Source: an optimization exercise on an open RTL-to-GDS flow (aim: small area). Production flows keep margins and buffers that such runs may drop.
In this exercise RTL edits were held to simulation tests only and were not proved equivalent to the original.
Power is estimated from default activity; no workload was simulated.

`flow/design.v`:
```
`default_nettype none
module Inverter
#(
    parameter       WORD_WIDTH         = 0
)
(
    input   wire                       invert,
    input   wire    [WORD_WIDTH-1:0]   in,
    output  reg     [WORD_WIDTH-1:0]   out
);
    always @(*) begin
        out = (invert == 1'b1) ? ~in : in;
    end
endmodule
`default_nettype none
module Addressed_Mux
#(
    parameter       WORD_WIDTH          = 0,
    parameter       ADDR_WIDTH          = 0,
    parameter       INPUT_COUNT         = 0,
    parameter   TOTAL_WIDTH = WORD_WIDTH * INPUT_COUNT
)
(
    input   wire    [ADDR_WIDTH-1:0]    addr,    
    input   wire    [TOTAL_WIDTH-1:0]   in,
    output  reg     [WORD_WIDTH-1:0]    out
);
    integer i;
    always @(*) begin
        out = {WORD_WIDTH{1'b0}};
        for (i = 0; i < INPUT_COUNT; i = i + 1) begin
            if (addr == i[ADDR_WIDTH-1:0]) begin
                out = in[(i * WORD_WIDTH) +: WORD_WIDTH];
            end
        end
    end
endmodule
`default_nettype none
module Bitwise_2to1_Mux
#(
    parameter WORD_WIDTH = 0
)
(
    input   wire    [WORD_WIDTH-1:0]    select_mask,
    input   wire    [WORD_WIDTH-1:0]    in1,
    input   wire    [WORD_WIDTH-1:0]    in2,
    output  wire    [WORD_WIDTH-1:0]    out
);
    generate
        genvar j;
        for(j = 0; j < WORD_WIDTH; j = j+1) begin: per_bit
            Addressed_Mux
            #(
                .WORD_WIDTH     (1),
                .ADDR_WIDTH     (1),
                .INPUT_COUNT    (2)
            )
            Mux
            (
                .addr           (select_mask[j]),    
                .in             ({in2[j],in1[j]}),
                .out            (out[j])
            );
        end
    endgenerate
endmodule
`default_nettype none
module Dyadic_Boolean_Operator
#(
    parameter WORD_WIDTH                        = 0
)
(
    input   wire    [4-1:0]    op,
    input   wire    [WORD_WIDTH-1:0]            a,
    input   wire    [WORD_WIDTH-1:0]            b,
    output  wire    [WORD_WIDTH-1:0]            o
);
    generate
        genvar i;
        for(i = 0; i < WORD_WIDTH; i = i+1) begin: per_bit
            Addressed_Mux
            #(
                .WORD_WIDTH     (1),
                .ADDR_WIDTH     (2),
                .INPUT_COUNT    (4)
            )
            Operator
            (
                .addr           ({a[i],b[i]}),    
                .in             (op),
                .out            (o[i])
            );
        end
    endgenerate
endmodule
`default_nettype none
module Carryin_Calculator
#(
    parameter WORD_WIDTH = 0
)
(
    input   wire    [WORD_WIDTH-1:0]    A,
    input   wire    [WORD_WIDTH-1:0]    B,
    input   wire    [WORD_WIDTH-1:0]    S,
    output  reg     [WORD_WIDTH-1:0]    Cin
);
    always @(*) begin
        Cin = A ^ B ^ S;
    end
endmodule
`default_nettype none
module AddSub_Ripple_Carry_NoCarry
#(
    parameter               WORD_WIDTH          = 0
)
(
    input   wire    signed  [WORD_WIDTH-1:0]    A,
    input   wire                                A_negative,
    input   wire    signed  [WORD_WIDTH-1:0]    B,
    input   wire                                B_negative,
    output  reg     signed  [WORD_WIDTH-1:0]    sum,
    output  reg                                 carry_out,
    output  reg                                 overflow
);
    localparam ZERO = {WORD_WIDTH{1'b0}};
    wire [WORD_WIDTH-1:0] A_signed;
    wire [WORD_WIDTH-1:0] B_signed;
    Inverter
    #(
        .WORD_WIDTH (WORD_WIDTH)
    )
    A_inv
    (
        .invert     (A_negative),
        .in         (A),
        .out        (A_signed)
    );
    Inverter
    #(
        .WORD_WIDTH (WORD_WIDTH)
    )
    B_inv
    (
        .invert     (B_negative),
        .in         (B),
        .out        (B_signed)
    );
    reg [WORD_WIDTH-1:0] A_negative_ext;
    reg [WORD_WIDTH-1:0] B_negative_ext;
    always @(*) begin
        A_negative_ext = {{WORD_WIDTH-1{1'b0}},A_negative};
        B_negative_ext = {{WORD_WIDTH-1{1'b0}},B_negative};
    end
    always @(*) begin
        {carry_out,sum} = A_signed + B_signed + A_negative_ext + B_negative_ext;
    end
    wire carry_in;
    Carryin_Calculator
    #(
        .WORD_WIDTH (1)
    )
    MSB_Cin
    (
        .A          (A_signed[WORD_WIDTH-1]),
        .B          (B_signed[WORD_WIDTH-1]),
        .S          (sum     [WORD_WIDTH-1]),
        .Cin        (carry_in)
    );
    always @(*) begin
        overflow = carry_in ^ carry_out;  
    end
endmodule
`default_nettype none
module Delay_Line 
#(
    parameter       DEPTH           = 0, 
    parameter       WIDTH           = 0
) 
(
    /*verilator lint_off UNUSED*/
    input   wire                    clock,
    /*verilator lint_on UNUSED*/
    input   wire    [WIDTH-1:0]     in,
    output  reg     [WIDTH-1:0]     out
);
    localparam ZERO = {WIDTH{1'b0}};
    generate
        if (DEPTH == 0) begin
            always @(*) begin
                out = in;
            end
        end
        else begin
            integer i;
            reg [WIDTH-1:0] stage [DEPTH-1:0];
            always @(posedge clock) begin
                stage[0] <= in;
                for(i = 1; i < DEPTH; i = i + 1) begin
                    stage[i] <= stage[i-1];
                end
            end
            always @(*) begin
                out = stage[DEPTH-1];
            end
        end
    endgenerate
endmodule
`default_nettype none
module UpDown_Counter
#(
    parameter WORD_WIDTH      = 0,
    parameter INITIAL_COUNT   = 0   
)
(
    input   wire                        clock,
    input   wire                        up_down,         
    input   wire                        run,             
    input   wire                        wren,            
    input   wire    [WORD_WIDTH-1:0]    write_data,
    output  reg     [WORD_WIDTH-1:0]    count,
    output  reg     [WORD_WIDTH-1:0]    next_count       
);
    localparam ZERO         = {WORD_WIDTH{1'b0}};
    localparam ONE          = {{WORD_WIDTH-1{1'b0}},1'b1};
    localparam MINUS_ONE    = ~ZERO;
    reg [WORD_WIDTH-1:0] increment;
    always @(*) begin
        increment   = (up_down == 1'b1) ? ONE : MINUS_ONE;
        next_count  = (wren    == 1'b1) ? write_data : (count + increment);
    end
    always @(posedge clock) begin
        count <= ((run == 1'b1) || (wren == 1'b1)) ? next_count : count;
    end
endmodule
`default_nettype none
module Thread_Number
#(
    parameter   INITIAL_THREAD                  = 0,
    parameter   THREAD_COUNT                    = 0,
    parameter   THREAD_COUNT_WIDTH              = 0  
)
(
    input   wire                                clock,
    output  wire    [THREAD_COUNT_WIDTH-1:0]    current_thread,
    output  wire    [THREAD_COUNT_WIDTH-1:0]    next_thread
);
    localparam ZERO        = {THREAD_COUNT_WIDTH{1'b0}};
    localparam LAST_THREAD = THREAD_COUNT - 1;
    reg last_thread;
    always @(*) begin
        last_thread = (current_thread == LAST_THREAD [THREAD_COUNT_WIDTH-1:0]);
    end
    UpDown_Counter
    #(
        .WORD_WIDTH     (THREAD_COUNT_WIDTH),
        .INITIAL_COUNT  (INITIAL_THREAD)
    )
    Thread
    (
        .clock          (clock),
        .up_down        (1'b1),          
        .run            (1'b1),          
        .wren           (last_thread),   
        .write_data     (ZERO),
        .count          (current_thread),
        .next_count     (next_thread)
    );
endmodule
`default_nettype none
module RAM_SDP 
#(
    parameter       WORD_WIDTH          = 0,
    parameter       ADDR_WIDTH          = 0,
    parameter       DEPTH               = 0,
    parameter       RAMSTYLE            = "",
    parameter       READ_NEW_DATA       = 0,
    parameter       USE_INIT_FILE       = 0,
    parameter       INIT_FILE           = ""
)
(
    input  wire                         clock,
    input  wire                         wren,
    input  wire     [ADDR_WIDTH-1:0]    write_addr,
    input  wire     [WORD_WIDTH-1:0]    write_data,
    input  wire                         rden,
    input  wire     [ADDR_WIDTH-1:0]    read_addr, 
    output reg      [WORD_WIDTH-1:0]    read_data
);
    localparam ZERO = {WORD_WIDTH{1'b0}};
    reg [WORD_WIDTH-1:0] ram [DEPTH-1:0];
    generate
        if (READ_NEW_DATA == 0) begin
            always @(posedge clock) begin
                if(wren == 1'b1) begin
                    ram[write_addr] <= write_data;
                end
                if(rden == 1'b1) begin
                    read_data <= ram[read_addr];
                end
            end
        end
        /*verilator lint_off BLKSEQ*/
        else begin
            always @(posedge clock) begin
                if(wren == 1'b1) begin
                    ram[write_addr] = write_data;
                end
                if(rden == 1'b1) begin
                    read_data = ram[read_addr];
                end
            end
        end
        /*verilator lint_on BLKSEQ*/
    endgenerate
endmodule
`default_nettype none
module Address_Range_Decoder_Static
#(
    parameter       ADDR_WIDTH          = 0,
    parameter       ADDR_BASE           = 0,
    parameter       ADDR_BOUND          = 0
)
(
    input   wire                        enable,
    input   wire    [ADDR_WIDTH-1:0]    addr,
    output  reg                         hit 
);
    localparam ADDR_COUNT = ADDR_BOUND - ADDR_BASE + 1;
    localparam COUNT_ZERO = {ADDR_COUNT{1'b0}};
    integer                     i;
    reg     [ADDR_COUNT-1:0]    per_addr_match;
    always @(*) begin
        for(i = ADDR_BASE; i <= ADDR_BOUND; i = i + 1) begin : addr_decode
            per_addr_match[i-ADDR_BASE] = (addr == i[ADDR_WIDTH-1:0]);
        end
    end
    reg hit_raw;
    always @(*) begin : is_hit
        hit_raw = | per_addr_match;
        hit     = hit_raw & enable;
    end 
endmodule
`default_nettype none
module R_Flags
#(
    parameter WORD_WIDTH = 0
)
(
    input   wire  [WORD_WIDTH-1:0]  R,
    output  reg                     R_zero,
    output  reg                     R_negative
);
    always @(*) begin
        R_zero     = ~|R;
        R_negative = R[WORD_WIDTH-1];
    end
endmodule
`default_nettype none
module Triadic_ALU_Forward_Path
#(
    parameter       WORD_WIDTH                      = 0
)
(
    input   wire                                    clock,
    input   wire    [20-1:0]   control,     
    input   wire    [WORD_WIDTH-1:0]                A,           
    input   wire    [WORD_WIDTH-1:0]                B,           
    input   wire    [WORD_WIDTH-1:0]                R,           
    input   wire                                    R_zero,      
    input   wire                                    R_negative,  
    input   wire    [WORD_WIDTH-1:0]                S,           
    output  reg     [WORD_WIDTH-1:0]                Ra,          
    output  reg     [WORD_WIDTH-1:0]                Rb,          
    output  wire                                    carry_out,   
    output  wire                                    overflow     
);
    localparam PIPELINE_STAGES              = 4;
    localparam DYADIC_CTRL_WIDTH            = 4;
    localparam R_SELECTOR_CTRL_WIDTH        = 2;
    localparam R_SELECTOR_INPUT_COUNT       = 2**R_SELECTOR_CTRL_WIDTH;
    localparam ADD_SUB_CTRL_WIDTH           = 2;
    localparam ADD_SUB_PIPE_DEPTH           = 2;
    localparam SHIFT_SELECTOR_CTRL_WIDTH    = 2;
    localparam SHIFT_SELECTOR_INPUT_COUNT   = 2**SHIFT_SELECTOR_CTRL_WIDTH;
    localparam SPLIT_SELECTOR_CTRL_WIDTH    = 1;
    localparam SPLIT_SELECTOR_INPUT_COUNT   = 2**SPLIT_SELECTOR_CTRL_WIDTH;
    localparam TRIADIC_DUAL_WIDTH           = 1;
    integer i;
    reg [20-1:0] control_pipeline [PIPELINE_STAGES-1:0];
    always @(*) begin
        control_pipeline[0] = control;
    end
    always @(posedge clock) begin
        for(i = 1; i < PIPELINE_STAGES; i = i+1) begin
            control_pipeline[i] <= control_pipeline[i-1];
        end
    end
    reg [R_SELECTOR_CTRL_WIDTH-1:0]     R_selector      [PIPELINE_STAGES-1:0];
    reg [SPLIT_SELECTOR_CTRL_WIDTH-1:0] split_selector  [PIPELINE_STAGES-1:0];
    reg [SHIFT_SELECTOR_CTRL_WIDTH-1:0] shift_selector  [PIPELINE_STAGES-1:0];
    reg [DYADIC_CTRL_WIDTH-1:0]         dyadic_1        [PIPELINE_STAGES-1:0];
    reg [DYADIC_CTRL_WIDTH-1:0]         dyadic_2        [PIPELINE_STAGES-1:0];
    reg [DYADIC_CTRL_WIDTH-1:0]         dyadic_3        [PIPELINE_STAGES-1:0];
    reg [ADD_SUB_CTRL_WIDTH-1:0]        add_sub         [PIPELINE_STAGES-1:0];
    reg [TRIADIC_DUAL_WIDTH-1:0]        triadic_dual    [PIPELINE_STAGES-1:0];
    always @(*) begin
        for(i = 0; i < PIPELINE_STAGES; i = i+1) begin
            {split_selector[i],shift_selector[i],dyadic_3[i],add_sub[i],triadic_dual[i],dyadic_2[i],dyadic_1[i],R_selector[i]} = control_pipeline[i];
        end
    end
    reg [WORD_WIDTH-1:0] R_zero_mask;
    reg [WORD_WIDTH-1:0] R_negative_mask;
    always @(*) begin
        R_zero_mask     = {WORD_WIDTH{R_zero}};
        R_negative_mask = {WORD_WIDTH{R_negative}};
    end
    wire [WORD_WIDTH-1:0] selected_R_raw;
    Addressed_Mux
    #(
        .WORD_WIDTH     (WORD_WIDTH),
        .ADDR_WIDTH     (R_SELECTOR_CTRL_WIDTH),
        .INPUT_COUNT    (R_SELECTOR_INPUT_COUNT)
    )
    Select_R
    (
        .addr           (R_selector[0]),    
        .in             ({S,R_negative_mask,R_zero_mask,R}),
        .out            (selected_R_raw)
    );
    reg [WORD_WIDTH-1:0] selected_R;
    always @(posedge clock) begin
        selected_R <= selected_R_raw;
    end
    wire [WORD_WIDTH-1:0] D1_raw;
    Dyadic_Boolean_Operator
    #(
        .WORD_WIDTH     (WORD_WIDTH)
    )
    D1
    (
        .op             (dyadic_1[0]),
        .a              (A),
        .b              (B),
        .o              (D1_raw)
    );
    reg [WORD_WIDTH-1:0] D1_out;
    always @(posedge clock) begin
        D1_out <= D1_raw;
    end
    wire [WORD_WIDTH-1:0] D2_raw;
    Dyadic_Boolean_Operator
    #(
        .WORD_WIDTH     (WORD_WIDTH)
    )
    D2
    (
        .op             (dyadic_2[0]),
        .a              (A),
        .b              (B),
        .o              (D2_raw)
    );
    reg [WORD_WIDTH-1:0] D2_out;
    always @(posedge clock) begin
        D2_out <= D2_raw;
    end
    wire [WORD_WIDTH-1:0]   sum_raw;
    wire                    carry_out_raw;
    wire                    overflow_raw;
    AddSub_Ripple_Carry_NoCarry
    #(
        .WORD_WIDTH      (WORD_WIDTH)
    )
    AddSub
    (
        .A              (A),
        .A_negative     (add_sub[0][0]),
        .B              (B),
        .B_negative     (add_sub[0][1]),
        .sum            (sum_raw),
        .carry_out      (carry_out_raw),
        .overflow       (overflow_raw)
    );
    wire [WORD_WIDTH-1:0] sum;
    Delay_Line 
    #(
        .DEPTH  (ADD_SUB_PIPE_DEPTH), 
        .WIDTH  (WORD_WIDTH)
    ) 
    AddSub_pipeline
    (
        .clock  (clock),
        .in     (sum_raw),
        .out    (sum)
    );
    Delay_Line 
    #(
        .DEPTH  (PIPELINE_STAGES), 
        .WIDTH  (2)
    ) 
    Predicates_pipeline
    (
        .clock  (clock),
        .in     ({carry_out_raw,overflow_raw}),
        .out    ({carry_out,overflow})
    );
    wire [WORD_WIDTH-1:0] selected_dyadic_1_raw;
    Bitwise_2to1_Mux
    #(
        .WORD_WIDTH     (WORD_WIDTH)
    )
    SD1
    (
        .select_mask     (selected_R),
        .in1             (D1_out),
        .in2             (D2_out), 
        .out             (selected_dyadic_1_raw)
    );
    reg [WORD_WIDTH-1:0] selected_dyadic_1;
    always @(posedge clock) begin
        selected_dyadic_1 <= selected_dyadic_1_raw;
    end
    wire [WORD_WIDTH-1:0] selected_R_inverted;
    Inverter
    #(
        .WORD_WIDTH     (WORD_WIDTH)
    )
    Triadic_Mode
    (
        .invert (triadic_dual[1]),
        .in     (selected_R),
        .out    (selected_R_inverted)
    );
    wire [WORD_WIDTH-1:0] selected_dyadic_2_raw;
    Bitwise_2to1_Mux
    #(
        .WORD_WIDTH     (WORD_WIDTH)
    )
    SD2
    (
        .select_mask     (selected_R_inverted),
        .in1             (D1_out),
        .in2             (D2_out), 
        .out             (selected_dyadic_2_raw)
    );
    reg [WORD_WIDTH-1:0] selected_dyadic_2;
    always @(posedge clock) begin
        selected_dyadic_2 <= selected_dyadic_2_raw;
    end
    wire [WORD_WIDTH-1:0] D3_raw;
    Dyadic_Boolean_Operator
    #(
        .WORD_WIDTH     (WORD_WIDTH)
    )
    D3
    (
        .op             (dyadic_3[2]),
        .a              (selected_dyadic_2),
        .b              (sum),
        .o              (D3_raw)
    );
    reg [WORD_WIDTH-1:0] D3_out;
    always @(posedge clock) begin
        D3_out <= D3_raw;
    end
    reg [WORD_WIDTH-1:0] selected_dyadic_1_2;
    always @(posedge clock) begin
        selected_dyadic_1_2 <= selected_dyadic_1;
    end
    wire [WORD_WIDTH-1:0] D3_shifted;
    Addressed_Mux
    #(
        .WORD_WIDTH     (WORD_WIDTH),
        .ADDR_WIDTH     (SHIFT_SELECTOR_CTRL_WIDTH),
        .INPUT_COUNT    (SHIFT_SELECTOR_INPUT_COUNT)
    )
    Shift
    (
        .addr           (shift_selector[3]),    
        .in             ({D3_out << 1, $signed(D3_out) >>> 1, $unsigned(D3_out) >>> 1, D3_out}),
        .out            (D3_shifted)
    );
    always @(posedge clock) begin
        Rb <= D3_shifted;
    end
    wire [WORD_WIDTH-1:0] selected_dyadic_1_3;
    Addressed_Mux
    #(
        .WORD_WIDTH     (WORD_WIDTH),
        .ADDR_WIDTH     (SPLIT_SELECTOR_CTRL_WIDTH),
        .INPUT_COUNT    (SPLIT_SELECTOR_INPUT_COUNT)
    )
    Split
    (
        .addr           (split_selector[3]),    
        .in             ({selected_dyadic_1_2,D3_shifted}),
        .out            (selected_dyadic_1_3)
    );
    always @(posedge clock) begin
        Ra <= selected_dyadic_1_3;
    end
endmodule
`default_nettype none
module Triadic_ALU_Feedback_Path
#(
    parameter       WORD_WIDTH          = 0,
    parameter       ADDR_WIDTH          = 0,
    parameter       S_WRITE_ADDR        = 0,
    parameter       S_RAMSTYLE          = "",
    parameter       S_READ_NEW_DATA     = 0,
    parameter       THREAD_COUNT        = 0,
    parameter       THREAD_COUNT_WIDTH  = 0
)
(
    input   wire                        clock,
    input   wire    [WORD_WIDTH-1:0]    Ra,          
    input   wire    [WORD_WIDTH-1:0]    Rb,          
    input   wire    [ADDR_WIDTH-1:0]    DB,          
    input   wire                        IO_Ready,
    input   wire                        Cancel,
    output  wire    [WORD_WIDTH-1:0]    R,           
    output  wire                        R_zero,      
    output  wire                        R_negative,  
    output  wire    [WORD_WIDTH-1:0]    S            
);
    localparam INPUT_SYNC_DEPTH  = 2;
    localparam INPUT_SYNC_WIDTH  = 1 + 1 + ADDR_WIDTH + WORD_WIDTH + WORD_WIDTH;
    localparam OUTPUT_SYNC_DEPTH = 1;
    localparam OUTPUT_SYNC_WIDTH = 1 + 1 + WORD_WIDTH + WORD_WIDTH;
    wire                    IO_Ready_stage2;
    wire                    Cancel_stage2;
    wire [ADDR_WIDTH-1:0]   DB_stage2;
    wire [WORD_WIDTH-1:0]   Ra_stage2;
    wire [WORD_WIDTH-1:0]   Rb_stage2;
    Delay_Line 
    #(
        .DEPTH  (INPUT_SYNC_DEPTH-1), 
        .WIDTH  (INPUT_SYNC_WIDTH)
    ) 
    Input_Sync_Stage3
    (
        .clock  (clock),
        .in     ({IO_Ready,          Cancel,         DB,         Ra,         Rb}),
        .out    ({IO_Ready_stage2,   Cancel_stage2,  DB_stage2,  Ra_stage2,  Rb_stage2})
    );
    reg not_nop;
    always @(*) begin
        not_nop = (IO_Ready_stage2 == 1'b1) & (Cancel_stage2 == 1'b0);
    end
    wire S_wren_stage2;
    Address_Range_Decoder_Static
    #(
        .ADDR_WIDTH     (ADDR_WIDTH),
        .ADDR_BASE      (S_WRITE_ADDR),
        .ADDR_BOUND     (S_WRITE_ADDR) 
    )
    S_ADDR_MATCH
    (
        .enable         (not_nop),
        .addr           (DB_stage2),
        .hit            (S_wren_stage2)   
    );
    wire                    S_wren_stage1;
    wire [WORD_WIDTH-1:0]   Ra_stage1;
    wire [WORD_WIDTH-1:0]   Rb_stage1;
    Delay_Line 
    #(
        .DEPTH  (1), 
        .WIDTH  (WORD_WIDTH + WORD_WIDTH + 1)
    ) 
    Input_Sync_Stage2
    (
        .clock  (clock),
        .in     ({S_wren_stage2,  Ra_stage2,  Rb_stage2}),
        .out    ({S_wren_stage1,  Ra_stage1,  Rb_stage1})
    );
    wire [THREAD_COUNT_WIDTH-1:0] S_thread_write;
    wire [THREAD_COUNT_WIDTH-1:0] S_thread_read;
    Thread_Number
    #(
        .INITIAL_THREAD     (0),
        .THREAD_COUNT       (THREAD_COUNT),
        .THREAD_COUNT_WIDTH (THREAD_COUNT_WIDTH)
    )
    TN_S
    (
        .clock              (clock),
        .current_thread     (S_thread_write),
        .next_thread        (S_thread_read)
    );
    wire [WORD_WIDTH-1:0] S_stage0;
    RAM_SDP 
    #(
        .WORD_WIDTH     (WORD_WIDTH),
        .ADDR_WIDTH     (THREAD_COUNT_WIDTH),
        .DEPTH          (THREAD_COUNT),
        .RAMSTYLE       (S_RAMSTYLE),
        .READ_NEW_DATA  (S_READ_NEW_DATA),
        .USE_INIT_FILE  (0),
        .INIT_FILE      ()
    )
    S_Register
    (
        .clock          (clock),
        .wren           (S_wren_stage1),
        .write_addr     (S_thread_write),
        .write_data     (Rb_stage1),
        .rden           (1'b1),
        .read_addr      (S_thread_read), 
        .read_data      (S_stage0)
    );
    wire R_zero_raw;
    wire R_negative_raw;
    R_Flags
    #(
        .WORD_WIDTH (WORD_WIDTH)
    )
    R_Flags
    (
        .R          (Ra_stage1),
        .R_zero     (R_zero_raw),
        .R_negative (R_negative_raw)
    );
    reg  R_zero_stage0;
    reg  R_negative_stage0;
    always @(posedge clock) begin
        R_zero_stage0       <= R_zero_raw;
        R_negative_stage0   <= R_negative_raw;
    end
    reg [WORD_WIDTH-1:0] Ra_stage0;
    always @(posedge clock) begin
        Ra_stage0 <= Ra_stage1;
    end
    Delay_Line 
    #(
        .DEPTH  (OUTPUT_SYNC_DEPTH), 
        .WIDTH  (OUTPUT_SYNC_WIDTH)
    ) 
    Output_Sync
    (
        .clock  (clock),
        .in     ({Ra_stage0, R_zero_stage0,  R_negative_stage0,  S_stage0}),
        .out    ({R,         R_zero,         R_negative,         S})
    );
endmodule
`default_nettype none
module Triadic_ALU
#(
    parameter       WORD_WIDTH                      = 36,
    parameter       ADDR_WIDTH                      = 12,
    parameter       S_WRITE_ADDR                    = 3072,
    parameter       S_RAMSTYLE                      = "",
    parameter       S_READ_NEW_DATA                 = 0,
    parameter       THREAD_COUNT                    = 8,
    parameter       THREAD_COUNT_WIDTH              = 3,
    parameter       WRITE_RETIME_STAGES             = 3
)
(
    input   wire                                    clock,
    input   wire                                    IO_Ready,
    input   wire                                    Cancel,
    input   wire    [ADDR_WIDTH-1:0]                DB,          
    input   wire    [20-1:0]   control,     
    input   wire    [WORD_WIDTH-1:0]                A,           
    input   wire    [WORD_WIDTH-1:0]                B,           
    output  wire    [WORD_WIDTH-1:0]                Ra,          
    output  wire    [WORD_WIDTH-1:0]                Rb,          
    output  wire                                    carry_out,   
    output  wire                                    overflow     
);
    localparam W = WORD_WIDTH;
    wire [1:0]  R_selector   = control[1:0];
    wire [3:0]  dyadic_1     = control[5:2];
    wire [3:0]  dyadic_2     = control[9:6];
    wire        triadic_dual = control[10];
    wire [1:0]  add_sub      = control[12:11];
    wire [3:0]  dyadic_3     = control[16:13];
    wire [1:0]  shift        = control[18:17];
    wire        split        = control[19];
    reg [8*W-1:0]   Ra_line;     
    reg [7*W-1:0]   Rb_line;     
    reg [7:0]       pred_line;   
    reg [8*W-1:0]   S_ring;      
    reg [2:0]       S_addr_hit;  
    reg [2:0]       S_wren;      
    wire [W-1:0] R          = Ra_line[8*W-1:7*W];
    wire         R_zero     = ~|R;
    wire         R_negative = R[W-1];
    wire [W-1:0] S          = S_ring[8*W-1:7*W];
    reg [W-1:0] X;
    always @(*) begin
        case (R_selector)
            2'd0:      X = R;
            2'd1: X = {W{R_zero}};
            2'd2:  X = {W{R_negative}};
            default:        X = S;
        endcase
    end
    reg [W-1:0] D1, D2, T1, T2, D3;
    integer i;
    always @(*) begin
        for (i = 0; i < W; i = i + 1) begin
            D1[i] = dyadic_1[{A[i], B[i]}];
            D2[i] = dyadic_2[{A[i], B[i]}];
        end
        T1 = (D2 & X) | (D1 & ~X);
        T2 = (D2 & (X ^ {W{triadic_dual}})) | (D1 & ~(X ^ {W{triadic_dual}}));
    end
    wire [W-1:0] A_signed = A ^ {W{add_sub[0]}};
    wire [W-1:0] B_signed = B ^ {W{add_sub[1]}};
    wire [W:0]   sum_full = A_signed + B_signed + add_sub[0] + add_sub[1];
    wire [W-1:0] sum      = sum_full[W-1:0];
    wire         co       = sum_full[W];
    wire         ov       = A_signed[W-1] ^ B_signed[W-1] ^ sum[W-1] ^ co;
    always @(*) begin
        for (i = 0; i < W; i = i + 1) begin
            D3[i] = dyadic_3[{T2[i], sum[i]}];
        end
    end
    reg [W-1:0] D3_shifted;
    always @(*) begin
        case (shift)
            2'd0:         D3_shifted = D3;
            2'd1:        D3_shifted = {1'b0, D3[W-1:1]};
            2'd2: D3_shifted = {D3[W-1], D3[W-1:1]};
            default:             D3_shifted = {D3[W-2:0], 1'b0};
        endcase
    end
    wire [W-1:0] Ra_new = split ? T1 : D3_shifted;
    wire [W-1:0] Rb_new = D3_shifted;
    always @(posedge clock) begin
        Ra_line    <= {Ra_line[7*W-1:0], Ra_new};
        Rb_line    <= {Rb_line[6*W-1:0], Rb_new};
        pred_line  <= {pred_line[5:0], co, ov};
        S_addr_hit <= {S_addr_hit[1:0], DB == S_WRITE_ADDR[ADDR_WIDTH-1:0]};
        S_wren     <= {S_wren[1:0], S_addr_hit[2] & IO_Ready & ~Cancel};
        S_ring     <= {S_ring[7*W-1:0], S_wren[2] ? Rb_line[7*W-1:6*W] : S};
    end
    assign Ra                   = Ra_line[4*W-1:3*W];
    assign Rb                   = Rb_line[4*W-1:3*W];
    assign {carry_out,overflow} = pred_line[7:6];
endmodule
```
`flow/run.sh`:
```
#!/bin/bash
# synth_recipe.tcl (not shown) runs the flow's synth.tcl, then flattens the netlist and writes it again
# the make line also repeats each setting of config.mk as NAME=value (left out here)
make -C /OpenROAD-flow-scripts/flow DESIGN_CONFIG=/design/flow/config.mk WORK_HOME=/design/flow/orfs CLKGATE_MAP_FILE= SYNTH_SCRIPT=/design/flow/synth_recipe.tcl finish
```
`flow/config.mk`:
```
export PLATFORM = sky130hd
export DESIGN_NAME = Triadic_ALU
export DESIGN_NICKNAME = Triadic_ALU
export VERILOG_FILES = /design/flow/design.v
export SDC_FILE = /design/flow/constraint.sdc
export NUM_CORES = 4
export LEC_CHECK = 0
export CAP_MARGIN = 20
export CORE_MARGIN = 2
export CORE_UTILIZATION = 40
export SLEW_MARGIN = 20
```
`flow/constraint.sdc`:
```
create_clock -name core_clock -period 3.7 [get_ports {clock}]
set_input_delay 0.7400 -clock core_clock [delete_from_list [all_inputs] [get_ports {clock}]]
set_output_delay 0.7400 -clock core_clock [all_outputs]
set_load 0.01 [all_outputs]
```
==> qor.csv, run 1 <==
stage;metric;value;unit
floorplan;die area;71800;um2
clock_network;CTS tree;built;
route;per-cell routed wire length;18.4;um
clock_network;Clock Sink Count;842;
route;Final ANT Viol Nets;0;
yosys;register bit count reported by yosys;842;
timing;Worst Skew;29.4;ps
clock_network;H-Tree Level Count;3;
clock_network;number of CTS-inserted buffers;73;
timing;Period minus WS final;3850;ps
worst_setup_path;CP endpoint kind;register;
clock_network;worst-case clock buffer depth;3;
route;Avg Vias per Cell;4.78;
floorplan;io pins;181;
pwr;leakage power;15.6;nW
clock_network;root buf cell;clkbuf_16;
global_routing;Congestion Overflow GR;0;
final_layout;Layout fillers;5906;
pwr;peak supply drop;0.000354;V
floorplan;Starting Density;0.405;
yosys;Post-Syn Area per Cell;12.5;um2
yosys;Cells after Synth;2220;
floorplan;Core Rows;96;
placed_design;IO Port Bufs;180;
timing;RSZ-0062 raised after global routing;true;
route;via count of the routed design;17500;
global_routing;number of global-route vias before repair;17700;
worst_setup_path;crit path kind;input pin to register;
clock_network;Worst-Skew Late Latency;610;ps
global_routing;total global-route track usage;0.186;
yosys;synth unique cells;76;
route;final wirelength;67300;um
yosys;post-synthesis async set-or-reset flop share;0;
worst_setup_path;crit-path cells;clkdlybuf4s50_1, xor2_1, ha_1, ha_4, nand4_1, nor2_4, nand3_1, o221ai_2, nor2_2, buf_4, o41a_1, mux2i_1, o2bb2a_4, and2_1, o32a_1;
timing;max frequency;0.260;GHz
timing;Max Slew Vio Count;0;
final_layout;share of cells above drive strength 1;0.327;
timing;Tightest Pin Transition;1020;ps
yosys;yosys warns;1;
route;DRC Markers;0;
worst_setup_path;Critical Path AT;4330;ps
timing;worst setup margin;-152;ps
floorplan;CORE AREA;68700;um2
timing;final worst-path cycle share;1.04;
pwr;PwrDens;680;nW/um2
global_routing;first-pass GRT wire length;101000;um
clock_network;Post-CTS Hold Buffers;0;
status;Fail Reasons;setup timing;
yosys;Syn Std Cell Area;27900;um2
hold_path;Worst Hold Class;register to register;
run;Max-Cap Viols;0;
timing;Final Hold Vio Count;0;
placed_design;HPWL Detailed;51400;um
worst_setup_path;max incr delay on CP;490;ps
global_routing;initial antenna violation count;2;
floorplan;DIE HEIGHT;268;um
clock_network;Clock transition at path regs;70;ps
worst_setup_path;Max Fanout on Critical Path;5;
timing;TNS Setup;-2180;ps
worst_setup_path;Setup crit start kind;input pin;
yosys;post-synthesis sequential area ratio;0.605;
timing;Slew headroom;0.322;
final_layout;Final nets;2842;
yosys;post-synthesis net count;2399;
yosys;post-synth top area cell;dfxtp_1;
final_layout;Core Util, Final;0.537;
yosys;Synth area leaders;dfxtp_1, mux4_2, mux2i_1;
timing;setup violators final;27;
placed_design;Final Wtd Congestion;0.881;
route;initial detailed-routing violation count;905;
yosys;main flop type after synthesis;dfxtp_1;
final_layout;P&R area growth vs syn;32.6;%
yosys;Post-synth EDFFs;0;
status;run status;complete, but fails checks;
global_routing;largest net degree at the start of global routing;47;
yosys;post-synth top area share;0.605;
worst_setup_path;Critical-path top delay cell;clkdlybuf4s50_1;
floorplan;Die W;268;um
worst_setup_path;Crit path required time;4180;ps
route;Initial DRT Pass Iterations;5;
[cells in the final DEF, fill, tap and decap left out, types with 14 or more instances in the layout]
| cell type | n |
|---|---|
| mux2i_1 | 105 |
| clkdlybuf4s50_1 | 121 |
| buf_4 | 344 |
| nor2b_1 | 39 |
| a21oi_2 | 26 |
| ha_1 | 41 |
| a21o_1 | 23 |
| o21a_1 | 14 |
| o31ai_1 | 19 |
| inv_1 | 16 |
| nand3_1 | 47 |
| ha_4 | 24 |
| dlymetal6s2s_1 | 23 |
| dlygate4sd2_1 | 23 |
| xor2_1 | 103 |
| clkbuf_8 | 16 |
| o21ai_0 | 18 |
| mux4_2 | 89 |
| o31ai_2 | 19 |
| o21ai_1 | 18 |
| buf_6 | 24 |
| a21oi_1 | 37 |
| nand2_1 | 118 |
| clkbuf_16 | 75 |
| nand2b_1 | 16 |
| mux2_2 | 51 |
| dfxtp_1 | 841 |
| nor2_1 | 71 |
[worst max-delay path, delay by kind of cell]
kind / cells / cell delay [ps]
AOI/OAI and AO/OA: 4 / 1200
xor gates and xnor gates: 1 / 180
muxes: 1 / 160
buffers and inverters: 2 / 660
adders and majority gates: 2 / 650
and+or+nand+nor: 5 / 750
[area by class of cell]
type,instances,area [um2],area share
clock inverter,35,367,0.00993
multi-input combinational,1167,11400,0.308
tap,931,1160,0.0315
antenna,1,2.50,0.0000678
clock buffer,99,2110,0.0570
inverter,17,63.8,0.00173
sequential,842,16900,0.457
timing repair buffer,562,4980,0.135
[power by group]
group / internal, W / total [W] / switching, W / leakage [nW]
clock network: 0.00434 / 0.00757 / 0.00323 / 1.20
logic: 0.00327 / 0.00614 / 0.00288 / 7.38
registers: 0.0108 / 0.0114 / 0.000581 / 6.99
[flip-flops by register name, indices dropped and copies added (netlist names)]
signal	flops
Rb_line	252
S_ring	288
Ra_line	288
S_addr_hit	3
pred_line	8
S_wren	3
[final timing paths]
kind / startpoint / slack, ps / endpoint / cells after the start
max: B[22] / -150 / Rb_line[34] / 15
min: Ra_line[51] / 310 / Ra_line[87] / 0
max reg2reg: Ra_line[256] / -60 / Ra_line[31] / 14
min reg2reg: Ra_line[51] / 310 / Ra_line[87] / 0
[repair_timing]
item / in CTS / in global routing
resized for setup: 143 / 179
cloned: 1 / 1
setup buffers: 24 / 18
hold endpoints to repair: 0 / 0
pin swaps: 71 / 86
endpoints found under the setup margin: 58 / 58
[logic make-up (layout without fill, tap and decap cells)]
logic type | after synthesis | in the layout | share of synthesized area
AO/OA/AOI/OAI | 302 | 302 | 0.0759
XOR/XNOR | 138 | 138 | 0.0434
adder cells (fa/ha/maj) | 72 | 72 | 0.0326
buffers and inverters | 211 | 713 | 0.0396
flip-flops | 842 | 842 | 0.605
multiplexers | 260 | 260 | 0.136
other | 0 | 1 | 0
AND/OR/NAND/NOR | 395 | 395 | 0.0671
[Yosys cell counts (all sizes together) (9+ instances only)]
library cell / instances
o21a: 15
o31ai: 40
a31oi: 12
a21oi: 73
ha: 71
nand4: 11
o21ai: 47
nor2b: 40
inv: 16
mux4: 89
xor2: 116
nor3: 11
nand2b: 17
o211ai: 9
buf: 103
mux2: 62
dfxtp: 842
nor2: 89
nand3: 49
and2: 14
a21o: 23
xnor2: 22
nand2: 133
o22ai: 9
a211oi: 9
clkbuf: 91
mux2i: 109
[per-layer routing]
| metal | up-vias | global-route usage | share of wire |
|---|---|---|---|
| met1 | 8470 | 0.258 | 0.48 |
| met3 | 91 | 0.0359 | 0.046 |
| met5 | - | 0 | 0 |
| met4 | 0 | 0.0459 | 0.017 |
| li1 | 8553 | - | - |
| met2 | 363 | 0.298 | 0.46 |
[metrics by stage]
stage / std cells / hold slack [ps] / total power (W) / setup WS [ps] / area (um2)
6_report: 3654 / 309 / 0.0251 / -152 / 36900
3_5_place_dp: 3477 / 312 / 0.0169 / -1440 / 32700
4_1_cts: 3635 / 309 / 0.0248 / -231 / 35900
3_3_place_gp: 3477 / 309 / 0.0168 / -1290 / 32700
5_1_grt: 3653 / 307 / 0.0263 / -254 / 36900
2_1_floorplan: 2220 / 310 / 0.0145 / -437 / 28400
==> run 2, diff against run 1 <==
--- a/flow/design.v
+++ b/flow/design.v
@@ -778,4 +778,4 @@
     wire        split        = control[19];
-    reg [8*W-1:0]   Ra_line;     
-    reg [7*W-1:0]   Rb_line;     
+    reg [7*W-1:0]   Ra_line;     
+    reg [6*W-1:0]   Rb_line;     
     reg [7:0]       pred_line;   
@@ -784,3 +784,3 @@
     reg [2:0]       S_wren;      
-    wire [W-1:0] R          = Ra_line[8*W-1:7*W];
+    wire [W-1:0] R          = Ra_line[7*W-1:6*W];
     wire         R_zero     = ~|R;
@@ -818,16 +818,22 @@
     end
-    reg [W-1:0] D3_shifted;
+    reg [W-1:0] Ra_1, Rb_1;
+    reg [1:0]   shift_1;
+    reg         split_1;
+    reg [W-1:0] Rb_shifted;
     always @(*) begin
-        case (shift)
-            2'd0:         D3_shifted = D3;
-            2'd1:        D3_shifted = {1'b0, D3[W-1:1]};
-            2'd2: D3_shifted = {D3[W-1], D3[W-1:1]};
-            default:             D3_shifted = {D3[W-2:0], 1'b0};
+        case (shift_1)
+            2'd0:         Rb_shifted = Rb_1;
+            2'd1:        Rb_shifted = {1'b0, Rb_1[W-1:1]};
+            2'd2: Rb_shifted = {Rb_1[W-1], Rb_1[W-1:1]};
+            default:             Rb_shifted = {Rb_1[W-2:0], 1'b0};
         endcase
     end
-    wire [W-1:0] Ra_new = split ? T1 : D3_shifted;
-    wire [W-1:0] Rb_new = D3_shifted;
+    wire [W-1:0] Ra_2 = split_1 ? Ra_1 : Rb_shifted;
     always @(posedge clock) begin
-        Ra_line    <= {Ra_line[7*W-1:0], Ra_new};
-        Rb_line    <= {Rb_line[6*W-1:0], Rb_new};
+        Ra_1       <= T1;
+        Rb_1       <= D3;
+        shift_1    <= shift;
+        split_1    <= split;
+        Ra_line    <= {Ra_line[6*W-1:0], Ra_2};
+        Rb_line    <= {Rb_line[5*W-1:0], Rb_shifted};
         pred_line  <= {pred_line[5:0], co, ov};
@@ -835,6 +841,6 @@
         S_wren     <= {S_wren[1:0], S_addr_hit[2] & IO_Ready & ~Cancel};
-        S_ring     <= {S_ring[7*W-1:0], S_wren[2] ? Rb_line[7*W-1:6*W] : S};
+        S_ring     <= {S_ring[7*W-1:0], S_wren[2] ? Rb_line[6*W-1:5*W] : S};
     end
-    assign Ra                   = Ra_line[4*W-1:3*W];
-    assign Rb                   = Rb_line[4*W-1:3*W];
+    assign Ra                   = Ra_line[3*W-1:2*W];
+    assign Rb                   = Rb_line[3*W-1:2*W];
     assign {carry_out,overflow} = pred_line[7:6];
==> flow/flow/run.sh (new file) <==
#!/bin/bash
# The standard layout (standard.sh) with these changes, set through ORFS's
# own variables: input and output ports buffered with buf_1 instead of the
# default delay cell, and clock tree synthesis without dummy loads and with
# larger sink clusters. Each tool's output goes to orfs/logs; make's own output
# goes to make.log here.
set -euo pipefail
source flow/knobs.sh
bash standard.sh > make.log 2>&1
==> flow/flow/knobs.sh (new file) <==
export BUFFER_PORTS_ARGS="-buffer_cell sky130_fd_sc_hd__buf_1"
export CTS_ARGS="-sink_clustering_enable -repair_clock_nets -dont_use_dummy_load -sink_clustering_size 32 -sink_clustering_max_diameter 100"
==> flow/standard.sh (new file) <==
#!/bin/bash
# synth_recipe.tcl (not shown) runs the flow's synth.tcl, then flattens the netlist and writes it again
# the make line also repeats each setting of config.mk as NAME=value (left out here)
make -C /OpenROAD-flow-scripts/flow DESIGN_CONFIG=/design/flow/config.mk WORK_HOME=/design/flow/orfs CLKGATE_MAP_FILE= SYNTH_SCRIPT=/design/flow/synth_recipe.tcl "${@:-finish}"
--- a/flow/config.mk
+++ b/flow/config.mk
@@ -9,3 +9,4 @@
 export CORE_MARGIN = 2
-export CORE_UTILIZATION = 40
+export CORE_UTILIZATION = 60
+export PLACE_DENSITY = 0.75
 export SLEW_MARGIN = 20
removed: flow/run.sh
==> qor.csv, run 2 <==
stage;metric;value;unit
timing;final worst-path cycle share;0.982;
worst_setup_path;CP endpoint kind;register;
worst_setup_path;Setup crit start kind;input pin;
timing;Slew headroom;0.305;
worst_setup_path;max incr delay on CP;520;ps
global_routing;initial antenna violation count;4;
yosys;post-synthesis mux area share;0.133;
yosys;Post-synth top cells;dfxtp_1, xor2_1, nand2_1;
clock_network;worst-case clock buffer depth;3;
final_layout;Final nets;2519;
timing;TNS Setup;0;ps
clock_network;Clock transition at path regs;100;ps
worst_setup_path;crit-path cells;buf_6, buf_12, buf_12, buf_4, xor2_1, ha_1, ha_1, a21oi_1, o21a_1, o22ai_2, a211o_4, a31oi_4, o41a_4, xnor2_4, mux4_2;
clock_network;number of CTS-inserted buffers;34;
final_layout;leading cell type in the layout, fill and taps excluded;dfxtp_1;
pwr;PwrDens;663;nW/um2
yosys;post-synthesis sequential area ratio;0.628;
yosys;post-synth top area cell;dfxtp_1;
status;run status;finished clean;
pwr;leakage power;12.7;nW
timing;setup violators final;0;
yosys;Post-Synth Simple-Gate Area;0.0589;
yosys;yosys warns;1;
final_layout;Design Area, Final;30400;um2
yosys;main combinational cell family by area after synthesis;multiplexers;
final_layout;Biggest register;S_ring;
timing;Worst Skew;95.5;ps
timing;Period minus WS final;3630;ps
clock_network;Worst-Skew Late Latency;590;ps
yosys;Post-Synth Adder-Cell Area;0.0337;
yosys;Compound-Gate Fraction of Synth Area;0.0611;
yosys;synth unique cells;62;
global_routing;Congestion Overflow GR;0;
placed_design;Final Wtd Congestion;0.902;
floorplan;Die W;216;um
route;Initial DRT Pass Iterations;5;
yosys;post-synthesis net count;2246;
placed_design;DP Area;29300;um2
floorplan;io pins;181;
timing;Final Hold Vio Count;0;
yosys;main flop type after synthesis;dfxtp_1;
yosys;post-synth top area share;0.628;
floorplan;DIE HEIGHT;216;um
yosys;post-synthesis async set-or-reset flop share;0;
route;Final ANT Viol Nets;0;
worst_setup_path;Critical Path AT;4000;ps
route;final wirelength;59900;um
yosys;Post-synth EDFFs;0;
pwr;peak supply drop;0.000634;V
yosys;register bit count reported by yosys;845;
final_layout;top flop regs;S_ring x288, Ra_line x252, Rb_line x216;
timing;max frequency;0.275;GHz
worst_setup_path;Max Fanout on Critical Path;8;
clock_network;CTS tree;built;
worst_setup_path;CP top delay family;compound AO/OA/AOI/OAI gates;
route;via count of the routed design;15600;
floorplan;Starting Density;0.608;
floorplan;Core Rows;77;
worst_setup_path;Crit path required time;4060;ps
timing;Max Slew Vio Count;0;
final_layout;Largest register FFs;288;
yosys;Post-Syn Area per Cell;13.0;um2
route;initial detailed-routing violation count;865;
placed_design;IO Port Bufs;180;
clock_network;Post-CTS Hold Buffers;0;
placed_design;HPWL Detailed;44700;um
clock_network;Clock Sink Count;845;
floorplan;die area;46600;um2
global_routing;total global-route track usage;0.255;
yosys;Synth Area in XOR/XNOR;0.0477;
hold_path;Worst Hold Class;input pin to register;
route;Avg Vias per Cell;5.32;
worst_setup_path;Critical-path top delay cell;o41a_4;
route;DRC Markers;0;
run;Max-Cap Viols;0;
yosys;count leader, synth;dfxtp_1;
yosys;Synth area leaders;dfxtp_1, mux4_2, xor2_1;
yosys;Cells after Synth;2067;
floorplan;CORE AREA;44300;um2
worst_setup_path;WP buf/inv;4;
clock_network;H-Tree Level Count;2;
worst_setup_path;crit path kind;input pin to register;
global_routing;number of global-route vias before repair;15500;
timing;Tightest Pin Transition;1040;ps
global_routing;first-pass GRT wire length;90200;um
yosys;Syn Std Cell Area;26900;um2
final_layout;most frequent cells in the layout;dfxtp_1, buf_4, buf_1, xor2_1, nand2_1;
final_layout;P&R area growth vs syn;12.9;%
route;per-cell routed wire length;20.4;um
clock_network;root buf cell;clkbuf_16;
final_layout;share of cells above drive strength 1;0.215;
global_routing;largest net degree at the start of global routing;72;
[run 2: path summary, 6_finish.rpt]
path                start     endpoint  slack [ps]  cells after the start
max reg2reg  Ra_line[237]     Rb_1[21]         650                     11
min           control[19]      split_1         280                      1
max           control[12]     Rb_1[35]          70                     15
min reg2reg    Ra_line[4]  Ra_line[40]         300                      0
[run 2: power breakdown]
part / total, W / leakage, nW / internal, W / switching [W]
Sequential: 0.0118 / 7.01 / 0.0110 / 0.000773
Clock: 0.00415 / 0.419 / 0.00167 / 0.00248
Combinational: 0.00420 / 5.27 / 0.00203 / 0.00217
Total: 0.0202 / 12.7 / 0.0147 / 0.00543
[run 2: area by class of cell]
| class | count | area [um2] |
|---|---|---|
| Clock buffer | 34 | 851 |
| Tap cell | 592 | 741 |
| Inverter | 17 | 63.8 |
| Multi-Input combinational cell | 1026 | 9280 |
| Sequential cell | 845 | 16900 |
| Fill cell | 3161 | 13900 |
| Antenna cell | 2 | 5.00 |
| Timing Repair Buffer | 416 | 2560 |
[run 2: per-stage QoR]
stage | std cells | power [W] | setup WS, ps | hold WS [ps] | util
floorplan | 2067 | 0.0145 | -109 | 310 | -
detailed placement | 2886 | 0.0161 | -469 | 312 | 0.661
global placement | 2886 | 0.0159 | -434 | 309 | 0.661
finish | 2932 | 0.0202 | 67.6 | 279 | 0.686
global route | 2930 | 0.0210 | -11.1 | 262 | 0.686
CTS | 2920 | 0.0201 | 72.7 | 256 | 0.681
[run 2: repair_timing]
item | in CTS | in global routing
resized for setup | 0 | 32
buffers inserted | 0 | 10
endpoints found under the setup margin | 0 | 5
[run 2: worst reg2reg max path: cells and delay by family (launching register included)]
family / cells / cell delay (ps)
compound gates: 3 / 450
simple gates: 4 / 1200
mux: 1 / 370
flops: 1 / 320
xor+xnor: 1 / 170
buf+inv: 2 / 380
[run 2: cell families after synthesis]
| logic type | after synthesis |
|---|---|
| flip-flops | 845 |
| AND/OR/NAND/NOR | 335 |
| adder cells (fa/ha/maj) | 72 |
| multiplexers | 238 |
| XOR/XNOR | 143 |
| AO/OA/AOI/OAI | 238 |
| buffers and inverters | 196 |
[run 2: routing by layer]
| metal | up-vias | GRT usage | part of all wire |
|---|---|---|---|
| met5 | - | 0 | 0.00048 |
| met4 | 4 | 0.0692 | 0.021 |
| met3 | 73 | 0.0379 | 0.047 |
| met2 | 368 | 0.408 | 0.46 |
| met1 | 7569 | 0.364 | 0.47 |
| li1 | 7598 | - | - |
==> run 3, diff against run 2 <==
--- a/flow/config.mk
+++ b/flow/config.mk
@@ -9,4 +9,3 @@
 export CORE_MARGIN = 2
-export CORE_UTILIZATION = 60
-export PLACE_DENSITY = 0.75
+export CORE_UTILIZATION = 40
 export SLEW_MARGIN = 20
==> qor.csv, run 3 <==
stage;metric;value;unit
timing;Hold WS;250;ps
worst_setup_path;CP endpoint kind;register;
clock_network;Clock Sink Count;845;
placed_design;HPWL Detailed;46600;um
global_routing;initial antenna violation count;1;
timing;Slew headroom;0.315;
worst_setup_path;Setup crit end;Rb_1[34];
placed_design;IO Port Bufs;180;
final_layout;top flop regs;S_ring x288, Ra_line x252, Rb_line x216;
worst_setup_path;crit path kind;input pin to register;
worst_setup_path;max incr delay on CP;380;ps
final_layout;Core Util, Final;0.457;
route;met2 wire length;26500;um
yosys;synth unique cells;62;
timing;final worst-path cycle share;0.963;
yosys;post-synth top area cell;dfxtp_1;
yosys;post-synthesis sequential area ratio;0.628;
yosys;count leader, synth;dfxtp_1;
final_layout;non-filler cells, final;3207;
pwr;Final Power;0.0202;W
final_layout;Biggest register;S_ring;
floorplan;io pins;181;
yosys;post-synth top area share;0.628;
hold_path;Worst Hold Class;register to register;
global_routing;first-pass GRT wire length;90800;um
floorplan;DIE HEIGHT;264;um
route;Top Metal Used;met4;
final_layout;n_diodes;0;
floorplan;die area;69400;um2
floorplan;Core Rows;95;
clock_network;CTS tree;built;
final_layout;Largest register FFs;288;
final_layout;leading cell type in the layout, fill and taps excluded;dfxtp_1;
route;wl on met1;30000;um
worst_setup_path;CP top delay family;compound AO/OA/AOI/OAI gates;
timing;Max Slew Vio Count;0;
yosys;Syn Std Cell Area;26900;um2
worst_setup_path;CP startpoint;control[11];
clock_network;H-Tree Level Count;2;
timing;setup violators final;0;
clock_network;Post-CTS Hold Buffers;0;
run;Max-Cap Viols;0;
status;run status;finished clean;
worst_setup_path;WP buf/inv;3;
pwr;PwrDens;659;nW/um2
global_routing;Congestion Overflow GR;0;
floorplan;Die W;264;um
yosys;Post-synth top cells;dfxtp_1, xor2_1, nand2_1;
worst_setup_path;Worst R2R End;Rb_1[24];
timing;Worst Skew;91.5;ps
clock_network;Worst-Skew Late Latency;580;ps
worst_setup_path;R2R cell count;10;
worst_setup_path;Setup crit start kind;input pin;
pwr;peak supply drop;0.000323;V
route;DR WL met3;1980;um
worst_setup_path;Worst path depth;15;
yosys;Cells after Synth;2067;
final_layout;Final nets;2515;
yosys;yosys warns;1;
global_routing;number of global-route vias before repair;15200;
worst_setup_path;Crit path required time;4110;ps
route;initial detailed-routing violation count;877;
route;DRC Markers;0;
yosys;main flop type after synthesis;dfxtp_1;
route;per-cell routed wire length;18.7;um
worst_setup_path;Reg-to-Reg Start;Ra_line[237];
route;via count of the routed design;15200;
floorplan;Starting Density;0.403;
final_layout;most frequent cells in the layout;dfxtp_1, buf_4, buf_1, xor2_1, nand2_1;
worst_setup_path;Critical-path top delay cell;o41a_1;
timing;Tightest Pin Transition;1030;ps
yosys;post-synthesis async set-or-reset flop share;0;
route;Final ANT Viol Nets;0;
final_layout;share of cells above drive strength 1;0.206;
yosys;post-synthesis net count;2246;
yosys;register bit count reported by yosys;845;
floorplan;CORE AREA;66900;um2
yosys;Synth area leaders;dfxtp_1, mux4_2, xor2_1;
placed_design;placed cells;3169;
route;final wirelength;59900;um
worst_setup_path;crit-path cells;clkbuf_2, buf_12, xor2_1, ha_1, ha_1, nor2b_2, o2111ai_1, nand2_1, o41a_1, o21a_1, o2111a_1, a211oi_2, buf_4, mux2i_1, mux2i_1;
pwr;leakage power;12.6;nW
clock_network;Clock transition at path regs;100;ps
global_routing;largest net degree at the start of global routing;73;
clock_network;number of CTS-inserted buffers;35;
worst_setup_path;Reg2Reg Setup Slack;730;ps
yosys;Post-synth EDFFs;0;
worst_setup_path;Max Fanout on Critical Path;13;
global_routing;total global-route track usage;0.170;
timing;TNS Setup;0;ps
route;Avg Vias per Cell;4.74;
hold_path;hold depth;0;
timing;Period minus WS final;3560;ps
final_layout;P&R area growth vs syn;13.6;%
timing;max frequency;0.281;GHz
timing;Final Hold Vio Count;0;
clock_network;worst-case clock buffer depth;3;
route;Initial DRT Pass Iterations;7;
placed_design;Final Wtd Congestion;0.879;
yosys;Post-Syn Area per Cell;13.0;um2
worst_setup_path;Critical Path AT;3970;ps
clock_network;root buf cell;clkbuf_16;
[run 3: cell types whose count changed in the layout (fill, tap and decap cells not counted), moves of 2 or more]
cell	previous run	this run
a211oi_2	1	3
clkbuf_2	13	5
ha_1	61	67
buf_1	166	175
ha_4	10	4
diode_2	2	0
buf_4	228	225
a211oi_1	12	10
buf_6	2	0
[run 3: what timing repair did]
item / CTS / global route
endpoints found under the setup margin: 0 / 8
endpoints found under the hold margin: 0 / 0
resized for setup: 0 / 11
buffers inserted: 0 / 3
[run 3: power by group]
group / internal, W / total, W / switching [W] / leakage [nW]
sequential: 0.0110 / 0.0118 / 0.000739 / 7.01
clock: 0.00171 / 0.00423 / 0.00252 / 0.431
combinational: 0.00198 / 0.00417 / 0.00219 / 5.20
total: 0.0147 / 0.0202 / 0.00545 / 12.6
[run 3: layer usage]
metal  up-vias  GRT usage
met2       263      0.266
met5         -          0
li1       7595          -
met3        67     0.0222
met1      7277      0.247
met4         0     0.0445
[run 3: per-stage QoR]
step                      area, um2  setup slack (ps)
final                         30600               138
after CTS                     30500              87.8
after global placement        29700              -442
after floorplan               27100              -109
after global routing          30600             -7.91
after detailed placement      29700              -460
[run 3: worst min-delay path by stage]
stage | from | endpoint | slack [ps]
after floorplan | Ra_line[64] | Ra_line[100] | 310
after global placement | S_ring[41] | S_ring[77] | 310
after detailed placement | pred_line[4] | pred_line[6] | 310
after CTS | control[19] | split_1 | 220
after global routing | Ra_line[42] | Ra_line[78] | 240
final | Ra_line[42] | Ra_line[78] | 250
[run 3: final cells by class]
type	instances	area [um2]
tap	873	1090
sequential	845	16900
fill	6060	36300
clock buffer	35	876
timing repair buffer	411	2490
inverter	17	63.8
multi-input combinational	1026	9170
[run 3: cells by family (layout without fill, tap and decap cells)]
family	after synthesis	in the layout	share of synthesized area
AO/OA/AOI/OAI	238	238	0.0611
flip-flops	845	845	0.628
AND/OR/NAND/NOR	335	335	0.0589
XOR/XNOR	143	143	0.0477
adder cells (fa/ha/maj)	72	72	0.0337
buffers and inverters	196	463	0.0380
multiplexers	238	238	0.133
==> run 4, diff against run 3 <==
==> flow/flow/run.sh (replaced) <==
#!/bin/bash
# The standard layout (standard.sh) with these changes:
#  - after the standard synthesis, the combinational cells are mapped again by
#    ABC for area (flip-flops, their names and the ports are kept as they are);
#  - input and output ports buffered with buf_1 instead of the default delay cell;
#  - clock tree synthesis without dummy loads and with larger sink clusters.
# Logs: make_synth.log, remap.log and make.log here; each ORFS step in orfs/logs.
set -euo pipefail
source flow/knobs.sh
R=orfs/results/sky130hd/Triadic_ALU/base
bash standard.sh synth > make_synth.log 2>&1
cp $R/1_2_yosys.v $R/1_2_yosys_standard.v
yosys -l remap.log -s flow/remap.ys > /dev/null 2>&1
mv $R/1_2_yosys_remap.v $R/1_2_yosys.v
rm -f $R/1_synth.odb $R/1_synth.sdc
bash standard.sh > make.log 2>&1
==> flow/flow/knobs.sh (replaced) <==
export BUFFER_PORTS_ARGS="-buffer_cell sky130_fd_sc_hd__buf_1"
export CTS_ARGS="-sink_clustering_enable -repair_clock_nets -dont_use_dummy_load -sink_clustering_size 24 -sink_clustering_max_diameter 100"
==> flow/flow/remap.abc (new file) <==
&get -n
&st
&synch2
&nf
&put
==> flow/flow/remap.ys (new file) <==
# Map the standard synthesis's combinational logic again, for area. The
# flip-flop cells stay as they are (kept as submodules, then blackboxed), so
# their instance names, cell types and connections do not change.
read_liberty -ignore_miss_func /OpenROAD-flow-scripts/flow/platforms/sky130hd/lib/sky130_fd_sc_hd__tt_025C_1v80.lib
read_verilog orfs/results/sky130hd/Triadic_ALU/base/1_2_yosys_standard.v
hierarchy -top Triadic_ALU
setattr -mod -set keep_hierarchy 1 sky130_fd_sc_hd__df*
flatten
opt_clean
abc -script flow/remap.abc -liberty /OpenROAD-flow-scripts/flow/platforms/sky130hd/lib/sky130_fd_sc_hd__tt_025C_1v80.lib -dont_use sky130_fd_sc_hd__probe_p_8 -dont_use sky130_fd_sc_hd__probec_p_8 -dont_use sky130_fd_sc_hd__lpflow_bleeder_1 -dont_use sky130_fd_sc_hd__lpflow_clkbufkapwr_1 -dont_use sky130_fd_sc_hd__lpflow_clkbufkapwr_16 -dont_use sky130_fd_sc_hd__lpflow_clkbufkapwr_2 -dont_use sky130_fd_sc_hd__lpflow_clkbufkapwr_4 -dont_use sky130_fd_sc_hd__lpflow_clkbufkapwr_8 -dont_use sky130_fd_sc_hd__lpflow_clkinvkapwr_1 -dont_use sky130_fd_sc_hd__lpflow_clkinvkapwr_16 -dont_use sky130_fd_sc_hd__lpflow_clkinvkapwr_2 -dont_use sky130_fd_sc_hd__lpflow_clkinvkapwr_4 -dont_use sky130_fd_sc_hd__lpflow_clkinvkapwr_8 -dont_use sky130_fd_sc_hd__lpflow_decapkapwr_12 -dont_use sky130_fd_sc_hd__lpflow_decapkapwr_3 -dont_use sky130_fd_sc_hd__lpflow_decapkapwr_4 -dont_use sky130_fd_sc_hd__lpflow_decapkapwr_6 -dont_use sky130_fd_sc_hd__lpflow_decapkapwr_8 -dont_use sky130_fd_sc_hd__lpflow_inputiso0n_1 -dont_use sky130_fd_sc_hd__lpflow_inputiso0p_1 -dont_use sky130_fd_sc_hd__lpflow_inputiso1n_1 -dont_use sky130_fd_sc_hd__lpflow_inputiso1p_1 -dont_use sky130_fd_sc_hd__lpflow_inputisolatch_1 -dont_use sky130_fd_sc_hd__lpflow_isobufsrc_1 -dont_use sky130_fd_sc_hd__lpflow_isobufsrc_16 -dont_use sky130_fd_sc_hd__lpflow_isobufsrc_2 -dont_use sky130_fd_sc_hd__lpflow_isobufsrc_4 -dont_use sky130_fd_sc_hd__lpflow_isobufsrc_8 -dont_use sky130_fd_sc_hd__lpflow_isobufsrckapwr_16 -dont_use sky130_fd_sc_hd__lpflow_lsbuf_lh_hl_isowell_tap_1 -dont_use sky130_fd_sc_hd__lpflow_lsbuf_lh_hl_isowell_tap_2 -dont_use sky130_fd_sc_hd__lpflow_lsbuf_lh_hl_isowell_tap_4 -dont_use sky130_fd_sc_hd__lpflow_lsbuf_lh_isowell_4 -dont_use sky130_fd_sc_hd__lpflow_lsbuf_lh_isowell_tap_1 -dont_use sky130_fd_sc_hd__lpflow_lsbuf_lh_isowell_tap_2 -dont_use sky130_fd_sc_hd__lpflow_lsbuf_lh_isowell_tap_4
opt_clean -purge
hilomap -singleton -hicell sky130_fd_sc_hd__conb_1 HI -locell sky130_fd_sc_hd__conb_1 LO
blackbox sky130_fd_sc_hd__*
stat -liberty /OpenROAD-flow-scripts/flow/platforms/sky130hd/lib/sky130_fd_sc_hd__tt_025C_1v80.lib
write_verilog -noattr -noexpr -nohex -nodec orfs/results/sky130hd/Triadic_ALU/base/1_2_yosys_remap.v
==> qor.csv, run 4 <==
stage;metric;value;unit
pwr;PwrDens;670;nW/um2
placed_design;DP Area;29200;um2
clock_network;H-Tree Level Count;2;
pwr;P_sw;0.00550;W
global_routing;Congestion Overflow GR;0;
pwr;Clk pwr share;0.226;
floorplan;CORE AREA;63100;um2
run;Max-Cap Viols;0;
worst_setup_path;CP endpoint kind;register;
floorplan;DIE HEIGHT;257;um
final_layout;Core Util, Final;0.485;
pwr;Int Pwr;0.0150;W
worst_setup_path;crit-path cells;clkbuf_2, buf_12, buf_6, xnor2_2, xnor2_2, xor2_1, or2_0, nor2_2, buf_4, clkinv_1, o41ai_2, buf_4, and2_0, a21oi_1, xnor2_1, mux4_2;
clock_network;Clock transition at path regs;90;ps
floorplan;Core Rows;92;
global_routing;largest net degree at the start of global routing;45;
timing;Max Slew Vio Count;0;
floorplan;Starting Density;0.404;
pwr;Combinational Power Share;0.194;
final_layout;P&R area growth vs syn;19.9;%
worst_setup_path;CP top delay family;buffers and inverters;
final_layout;Biggest register;S_ring;
worst_setup_path;Crit path required time;4160;ps
global_routing;first-pass GRT wire length;94200;um
worst_setup_path;max incr delay on CP;520;ps
worst_setup_path;Setup crit start kind;input pin;
pwr;Final Power;0.0205;W
timing;Worst Skew;40.6;ps
route;Initial DRT Pass Iterations;5;
final_layout;area occupied by multi-input gates;8860;um2
yosys;yosys warns;1;
timing;final worst-path cycle share;0.947;
route;initial detailed-routing violation count;893;
route;Avg Vias per Cell;4.90;
pwr;Sw Ratio;0.269;
placed_design;Final Wtd Congestion;0.850;
final_layout;share of cells above drive strength 1;0.177;
final_layout;sequential cell area;16900;um2
yosys;Post-Syn Area per Cell;13.3;um2
clock_network;worst-case clock buffer depth;3;
status;run status;finished clean;
clock_network;Worst-Skew Late Latency;600;ps
floorplan;Die W;257;um
global_routing;total global-route track usage;0.186;
floorplan;die area;65800;um2
final_layout;leading cell type in the layout, fill and taps excluded;dfxtp_1;
global_routing;initial antenna violation count;14;
final_layout;top flop regs;S_ring x288, Ra_line x252, Rb_line x216;
yosys;post-synthesis net count;2027;
clock_network;CTS tree;built;
clock_network;number of CTS-inserted buffers;41;
hold_path;Worst Hold Class;input pin to register;
timing;Period minus WS final;3500;ps
placed_design;IO Port Bufs;180;
timing;Slew headroom;0.320;
placed_design;HPWL Detailed;42500;um
clock_network;root buf cell;clkbuf_16;
final_layout;Final nets;2504;
global_routing;number of global-route vias before repair;16400;
worst_setup_path;Max Fanout on Critical Path;18;
floorplan;io pins;181;
final_layout;Layout fillers;5753;
timing;Hold WS;261;ps
clock_network;Clock Sink Count;845;
timing;Final Hold Vio Count;0;
final_layout;Largest register FFs;288;
route;Final ANT Viol Nets;0;
pwr;peak supply drop;0.000478;V
yosys;Syn Std Cell Area;25500;um2
route;via count of the routed design;15900;
timing;setup violators final;0;
route;per-cell routed wire length;19.0;um
worst_setup_path;crit path kind;input pin to register;
timing;Tightest Pin Transition;1020;ps
pwr;leakage power;12.2;nW
worst_setup_path;Critical Path AT;3960;ps
final_layout;most frequent cells in the layout;dfxtp_1, buf_4, buf_1, nor2_1, xnor2_1;
final_layout;Design Area, Final;30600;um2
timing;TNS Setup;0;ps
route;DRC Markers;0;
route;final wirelength;61800;um
timing;max frequency;0.286;GHz
yosys;Cells after Synth;1920;
worst_setup_path;Critical-path top delay cell;mux4_2;
pwr;sequential share of power;0.580;
worst_setup_path;WP buf/inv;6;
run 4: cell count changes in the layout (fill, tap and decap cells not counted), moves of 26 or more:
cell and change:
o31ai_1 -33, mux2_2 -83, nor2_1 +70, nand3_1 -33, ha_1 -67, nor2b_1 -29
xor2_1 -76, mux2_1 +82, a21oi_1 +81, nand2_1 -26, xnor2_1 +132
run 4: final timing paths:
path / start / endpoint / slack (ps) / depth (start not counted)
min: control[19] / split_1 / 260 / 1
min reg2reg: S_ring[90] / S_ring[126] / 310 / 0
max: control[12] / Rb_1[31] / 200 / 16
max reg2reg: Ra_line[235] / Rb_1[18] / 740 / 13
run 4: area by class of cell:
type / count / share of cell area
flip-flops and latches: 845 / 0.553
multi-input cells: 1067 / 0.290
repair buffers: 434 / 0.0877
well taps: 846 / 0.0346
clock buffers: 41 / 0.0335
inverters: 8 / 0.000982
diodes: 3 / 0.000245
run 4: per-layer routing:
layer | track usage | part of all wire
met5 | 0 | 0.0022
met4 | 0.0678 | 0.036
met3 | 0.0461 | 0.060
met2 | 0.310 | 0.47
met1 | 0.234 | 0.43
run 4: per-stage QoR:
stage / std cells / setup WS (ps)
floorplan: 1920 / 39.4
global placement: 3198 / -513
detailed placement: 3198 / -596
CTS: 3239 / 18.1
global route: 3244 / -16.5
finish: 3244 / 198
run 4: timing repair:
item	4_1_cts	5_1_grt
gates resized for setup	0	46
hold buffers	0	0
buffers inserted	0	1
endpoints found under the setup margin	0	8
run 4: power by group through the flow:
stage	Sequential, W	Combinational, W	Clock [W]
floorplan	0.0119	0.00210	0
global placement	0.0121	0.00382	0
detailed placement	0.0121	0.00387	0
CTS	0.0119	0.00390	0.00479
global route	0.0121	0.00433	0.00509
finish	0.0119	0.00397	0.00463

-- afterwards: timing with drivers on the ports --
In the flow no input, the clock included, has a driving cell. The finished layouts below were timed again as built, in two steps. Step 1, drivers: a clkbuf_16 drives clock and a buf_2 each remaining input, both assumed. Step 2, shift: input delay + t, output delay - t, t = (earliest + latest rising clock arrival at the registers) / 2. This alone moves slack from input paths to output paths. a / b / c = no drivers / after step 1 / after step 2; a / b = the first two.
run	t (ns)	slack for setup (ns)	cell pins on the clock port's net
run 1	0.656	-0.152 / -0.184 / -0.840	1
run 2	0.603	0.068 / 0.099 / -0.503	1
run 3	0.604	0.138 / 0.179 / -0.425	1
run 4	0.637	0.198 / 0.228 / -0.410	1
Met with ideal ports but missed after step 2: setup timing in run 2, run 3 and run 4. The setup slack of run 1, which loses most, moves by -0.032 ns with the drivers and by -0.688 ns with both steps.
